Source: an optimization exercise on an open RTL-to-GDS flow (aim: small area, a short achievable clock period and few clock cycles per item). Production flows keep margins and buffers that such runs may drop. Function was checked by simulation only, so behaviour that the tests miss may differ from the original. No activity file was given, so power comes from the tool's default toggle rates.

## iterativeDivision
module iterativeDivision
  #(parameter int unsigned DATA_W = 32)
  ( input  var logic i_clk
  , input  var logic i_rst  
  , input  var logic [DATA_W-1:0] i_dividend
  , input  var logic [DATA_W-1:0] i_divisor
  , input  var logic i_start  
  , output var logic [DATA_W-1:0] o_quotient
  , output var logic [DATA_W-1:0] o_remainder
  , output var logic o_finish  
  );
Size: ~1,500 cells after synthesis, about 110 flip-flops, ~130 I/O pins, ~12,000 sq um of cells after synthesis.
==> flow/config.mk <==
export PLATFORM = sky130hd
export DESIGN_NAME = iterativeDivision
export DESIGN_NICKNAME = iterativeDivision
export VERILOG_FILES = /design/flow/design.v
export SDC_FILE = /design/flow/constraint.sdc
export NUM_CORES = 4
export LEC_CHECK = 0
export CAP_MARGIN = 20
export CORE_MARGIN = 2
export CORE_UTILIZATION = 40
export SETUP_SLACK_MARGIN = 4.5
export SLEW_MARGIN = 20
==> flow/constraint.sdc <==
create_clock -name core_clock -period 8.0 [get_ports {i_clk}]
set_input_delay 1.6000 -clock core_clock [delete_from_list [all_inputs] [get_ports {i_clk}]]
set_output_delay 1.6000 -clock core_clock [all_outputs]
set_load 0.01 [all_outputs]
run.sh (not shown) runs the stock make flow with config.mk's settings and CLKGATE_MAP_FILE= SYNTH_SCRIPT=/design/flow/synth_recipe.tcl, a recipe that flattens the netlist after the stock synthesis.
Testbench counts at the start, summed over its fixed seeds: cycles 13,991, items 3,200.
Change:
SETUP_SLACK_MARGIN = 3.0   (was 4.5)
Effect: The new run went through all stages and came out clean; area after synthesis stays the same; sequential share of layout area goes up by 3.1 points; die area does not change; flip-flop and latch count stays the same; setup slack got worse by 0.85 ns.
Change:
ABC_AREA = 1   (was not set)
SETUP_SLACK_MARGIN = 4.5   (was 3.0)
What happened: Global-route usage went up by 6.1 points. Final area went up by about 25%. Die area went up by 14%. Area after synthesis went up by about 14%. Final cell count went up by about 50%. Worst hold slack is about the same. Total power went up by about 26%. Worst setup slack improved by 1.2 ns. Utilization went up by 4.7 points. Synthesized cell count went up by about 50%. Via count went up by 35%.

Another version of the RTL of iterativeDivision (not shown whole).
Size: about 130 I/O pins.
clock: 8.0 ns
lec_check: 0
abc_area: 1
cap_margin: 20
core_margin: 2
core_utilization: 30
setup_slack_margin: 5.0
slew_margin: 20
standard.sh (not shown) runs the stock make flow with config.mk's settings and CLKGATE_MAP_FILE= SYNTH_SCRIPT=/design/flow/synth_recipe.tcl, a recipe that flattens the netlist after the stock synthesis.
==> flow/flow/run.sh <==
#!/bin/bash
# Standard layout, with the port buffers made from the smallest buffer cell
# (repair may still resize them). make's output goes to flow_make.log; each
# ORFS step writes its own log under orfs/logs/.
set -euo pipefail
export BUFFER_PORTS_ARGS="-buffer_cell sky130_fd_sc_hd__buf_1"
bash standard.sh finish > flow_make.log 2>&1
Testbench counts at the start, summed over its fixed seeds: cycles 22,318, items 3,200.
Next try:
==> flow/flow/run.sh (replaced) <==
#!/bin/bash
# Standard layout, with the port buffers made from the smallest buffer cell
# (repair may still resize them), and timing repair aimed at a 5.15 ns setup
# margin. make's output goes to flow_make.log; each ORFS step writes its own
# log under orfs/logs/.
set -euo pipefail
export BUFFER_PORTS_ARGS="-buffer_cell sky130_fd_sc_hd__buf_1"
bash standard.sh finish SETUP_SLACK_MARGIN=5.15 > flow_make.log 2>&1
--- a/flow/config.mk
+++ b/flow/config.mk
@@ -10,3 +10,3 @@
 export CORE_MARGIN = 2
-export CORE_UTILIZATION = 30
+export CORE_UTILIZATION = 40
 export SETUP_SLACK_MARGIN = 5.0
Sequential share of layout area went down by 0.28 points.
Clock skew stays flat.
Setup slack gains 0.16 ns.
Count of clock-buffer cells in the layout went down by 1.
Routed wire length drops by 5.3%.
Final area goes up by 1.1%.
Synthesized area does not change.
Core utilization grows by 13 points.
Critical path depth falls by 4.
Global-route usage climbs by 6.6 points.
Final cell count shrinks by 3.7%.

run a:
The RTL this note starts from:
==> flow/design.v <==
`default_nettype none
module iterativeDivision
  #(parameter int unsigned DATA_W = 32)
  ( input  var logic i_clk
  , input  var logic i_rst  
  , input  var logic [DATA_W-1:0] i_dividend
  , input  var logic [DATA_W-1:0] i_divisor
  , input  var logic i_start  
  , output var logic [DATA_W-1:0] o_quotient
  , output var logic [DATA_W-1:0] o_remainder
  , output var logic o_finish  
  );
  function automatic logic [5:0] clz32(input logic [31:0] x);
    logic [15:0] z1; logic [15:0] c1;       
    logic [7:0]  z2; logic [15:0] c2;       
    logic [3:0]  z3; logic [11:0] c3;       
    logic [1:0]  z4; logic [7:0]  c4;       
    logic        z5; logic [4:0]  c5;
    for (int i = 0; i < 16; i++) begin
      z1[i] = !(x[2*i+1] || x[2*i]);
      c1[i] = !x[2*i+1];
    end
    for (int i = 0; i < 8; i++) begin
      z2[i]         = z1[2*i+1] && z1[2*i];
      c2[2*i+:2]    = z1[2*i+1] ? {1'b1, c1[2*i]} : {1'b0, c1[2*i+1]};
    end
    for (int i = 0; i < 4; i++) begin
      z3[i]         = z2[2*i+1] && z2[2*i];
      c3[3*i+:3]    = z2[2*i+1] ? {1'b1, c2[4*i+:2]} : {1'b0, c2[4*i+2+:2]};
    end
    for (int i = 0; i < 2; i++) begin
      z4[i]         = z3[2*i+1] && z3[2*i];
      c4[4*i+:4]    = z3[2*i+1] ? {1'b1, c3[6*i+:3]} : {1'b0, c3[6*i+3+:3]};
    end
    z5 = z4[1] && z4[0];
    c5 = z4[1] ? {1'b1, c4[3:0]} : {1'b0, c4[7:4]};
    clz32 = {z5, z5 ? 5'd0 : c5};
  endfunction
  logic [5:0] zA_q, zB_q;
  logic       quotZero_q;
  logic [31:0] dividendSeen;
  always_comb begin
    dividendSeen[31] = i_dividend[31];
    for (int i = 30; i >= 0; i--)
      dividendSeen[i] = dividendSeen[i+1] || i_dividend[i];
  end
  always_ff @(posedge i_clk) begin
    zA_q       <= clz32(i_dividend);
    zB_q       <= clz32(i_divisor);
    quotZero_q <= (i_divisor == '0) || ((i_divisor & ~dividendSeen) != '0);
  end
  logic [5:0] shDiff;
  logic [4:0] shAmt;
  logic       quotZero, alignDone;
  always_comb begin
    shDiff   = zB_q - zA_q;  
    shAmt    = shDiff[4:0];
    quotZero = quotZero_q;
    alignDone = (shDiff[5:0] == '0);
  end
  logic       align_q, step_q, done_q;
  logic [4:0] count_q;
  always_ff @(posedge i_clk)
    if (i_rst) begin
      align_q <= '0;
      step_q  <= '0;
      done_q  <= '0;
    end else if (i_start) begin
      align_q <= '1;
      step_q  <= '0;
      done_q  <= '0;
    end else if (align_q) begin
      align_q <= '0;
      step_q  <= !quotZero && !alignDone;
      done_q  <= !quotZero && alignDone;
    end else begin
      step_q  <= step_q && (count_q != '0);
      done_q  <= step_q && (count_q == '0);
    end
  always_ff @(posedge i_clk)
    if (align_q)
      count_q <= shAmt;
    else
      count_q <= count_q - 1'b1;
  always_comb
    o_finish = done_q || (align_q && quotZero);
  logic [DATA_W-1:0] div_q, rem_q, quo_q, remNext;
  logic              doStep;
  always_comb
    doStep = step_q || (align_q && alignDone && !quotZero);
  logic [DATA_W:0] diff;
  logic            qBit;
  always_comb begin
    diff    = {1'b0, rem_q} - {1'b0, div_q};
    qBit    = !diff[DATA_W];
    remNext = qBit ? diff[DATA_W-1:0] : rem_q;
  end
  always_ff @(posedge i_clk)
    if (i_start)
      div_q <= i_divisor;
    else if (align_q)
      div_q <= div_q << shAmt;
    else
      div_q <= div_q >> 1;
  always_ff @(posedge i_clk)
    if (i_start)
      rem_q <= i_dividend;
    else if (doStep)
      rem_q <= remNext;
  always_ff @(posedge i_clk)
    if (i_start)
      quo_q <= {DATA_W{i_divisor == '0}};
    else if (align_q && !alignDone)
      quo_q <= '0;
    else
      quo_q <= {quo_q[DATA_W-2:0], qBit};
  always_comb begin
    o_quotient  = quo_q;
    o_remainder = rem_q;
  end
endmodule
`resetall
export LEC_CHECK = 0
export ABC_AREA = 1
export CAP_MARGIN = 20
export CORE_MARGIN = 2
export CORE_UTILIZATION = 45
export CTS_BUF_LIST = sky130_fd_sc_hd__clkbuf_8
export CTS_CLUSTER_SIZE = 12
export SETUP_SLACK_MARGIN = 5.0
export SLEW_MARGIN = 20
create_clock -name core_clock -period 8.0 [get_ports {i_clk}]
==> flow/flow/run.sh <==
#!/bin/bash
# Standard layout, with the port buffers made from the smallest buffer cell
# (repair may still resize them), and timing repair aimed at a 5.15 ns setup
# margin. make's output goes to flow_make.log; each ORFS step writes its own
# log under orfs/logs/.
set -euo pipefail
export BUFFER_PORTS_ARGS="-buffer_cell sky130_fd_sc_hd__buf_1"
bash standard.sh finish SETUP_SLACK_MARGIN=5.15 > flow_make.log 2>&1
Testbench counts of run a, summed over its fixed seeds: cycles 22,318, items 3,200.
Modified inputs, run b compared to run a
# run a
export LEC_CHECK = 0
export ABC_AREA = 1
export CAP_MARGIN = 20
export CORE_MARGIN = 2
export CORE_UTILIZATION = 45
export CTS_BUF_LIST = sky130_fd_sc_hd__clkbuf_8
export CTS_CLUSTER_SIZE = 12
export SETUP_SLACK_MARGIN = 5.0
export SLEW_MARGIN = 20
create_clock -name core_clock -period 8.0 [get_ports {i_clk}]
# run b
export LEC_CHECK = 0
export ABC_AREA = 1
export CAP_MARGIN = 20
export CORE_MARGIN = 2
export CORE_UTILIZATION = 40
export CTS_BUF_LIST = sky130_fd_sc_hd__clkbuf_8
export CTS_CLUSTER_SIZE = 12
export SETUP_SLACK_MARGIN = 5.0
export SLEW_MARGIN = 20
create_clock -name core_clock -period 8.0 [get_ports {i_clk}]
==> flow/flow/run.sh <==
#!/bin/bash
# Standard layout, with the port buffers made from the smallest buffer cell
# (repair may still resize them), and timing repair aimed at a 5.1 ns setup
# margin. make's output goes to flow_make.log; each ORFS step writes its own
# log under orfs/logs/.
set -euo pipefail
export BUFFER_PORTS_ARGS="-buffer_cell sky130_fd_sc_hd__buf_1"
bash standard.sh finish SETUP_SLACK_MARGIN=5.1 > flow_make.log 2>&1
--- outcome ---
Net switching power delta for run b relative to run a: 3.4% lower
| share of post-route cells with drive strength above 1 | lower: run b |
Area added between synthesis and finish: run b and run a compared, higher one is run a
Run b consumes more power than run a does.
Status: combinational power parity (run a, run b)
Met1 layer wirelength in the final routing (run b vs. run a) increases slightly

[separate check: timing with driven ports]
The results above use ideal ports. As a check the final layouts listed here were re-extracted and re-timed, cells and wires unchanged. Step 1: set_driving_cell puts a clkbuf_16 on i_clk and a buf_2 on each other input, an assumption about the parent block. Step 2, shift: input delay + t, output delay - t, t = (earliest + latest rising clock arrival at the registers) / 2. This alone moves slack from input paths to output paths. a / b / c = no drivers / after step 1 / after step 2; a / b = the first two.
| run | t (ns) | setup slack, ns | worst hold slack (ns) | worst setup path at the end |
|---|---|---|---|---|
| the first run of note 1 | 0.415 | 4.112 / 4.112 / 3.753 | 0.485 / 0.485 / 0.485 | input to register |
| the second run of note 1 | 0.418 | 3.261 / 3.284 / 2.866 | 0.479 / 0.479 / 0.479 | input to register |
| the third run of note 1 | 0.431 | 4.427 / 4.455 / 4.023 | 0.477 / 0.477 / 0.477 | input to register |
| the first run of note 2 | 0.473 | 4.990 / 4.978 / 4.542 | 0.457 / 0.457 / 0.457 | input to register |
| the second run of note 2 | 0.475 | 5.149 / 5.102 / 4.771 | 0.452 / 0.452 / 0.452 | input to register |
| run a | 0.502 | 5.186 / 5.141 / 4.736 | 0.467 / 0.467 / 0.467 | input to register |
| run b | 0.485 | 5.187 / 5.146 / 4.750 | 0.472 / 0.472 / 0.472 | input to register |
After both steps every run listed still meets setup and hold. For run a, which loses most, drivers alone change the setup slack by -0.045 ns; drivers and shift together by -0.450 ns.
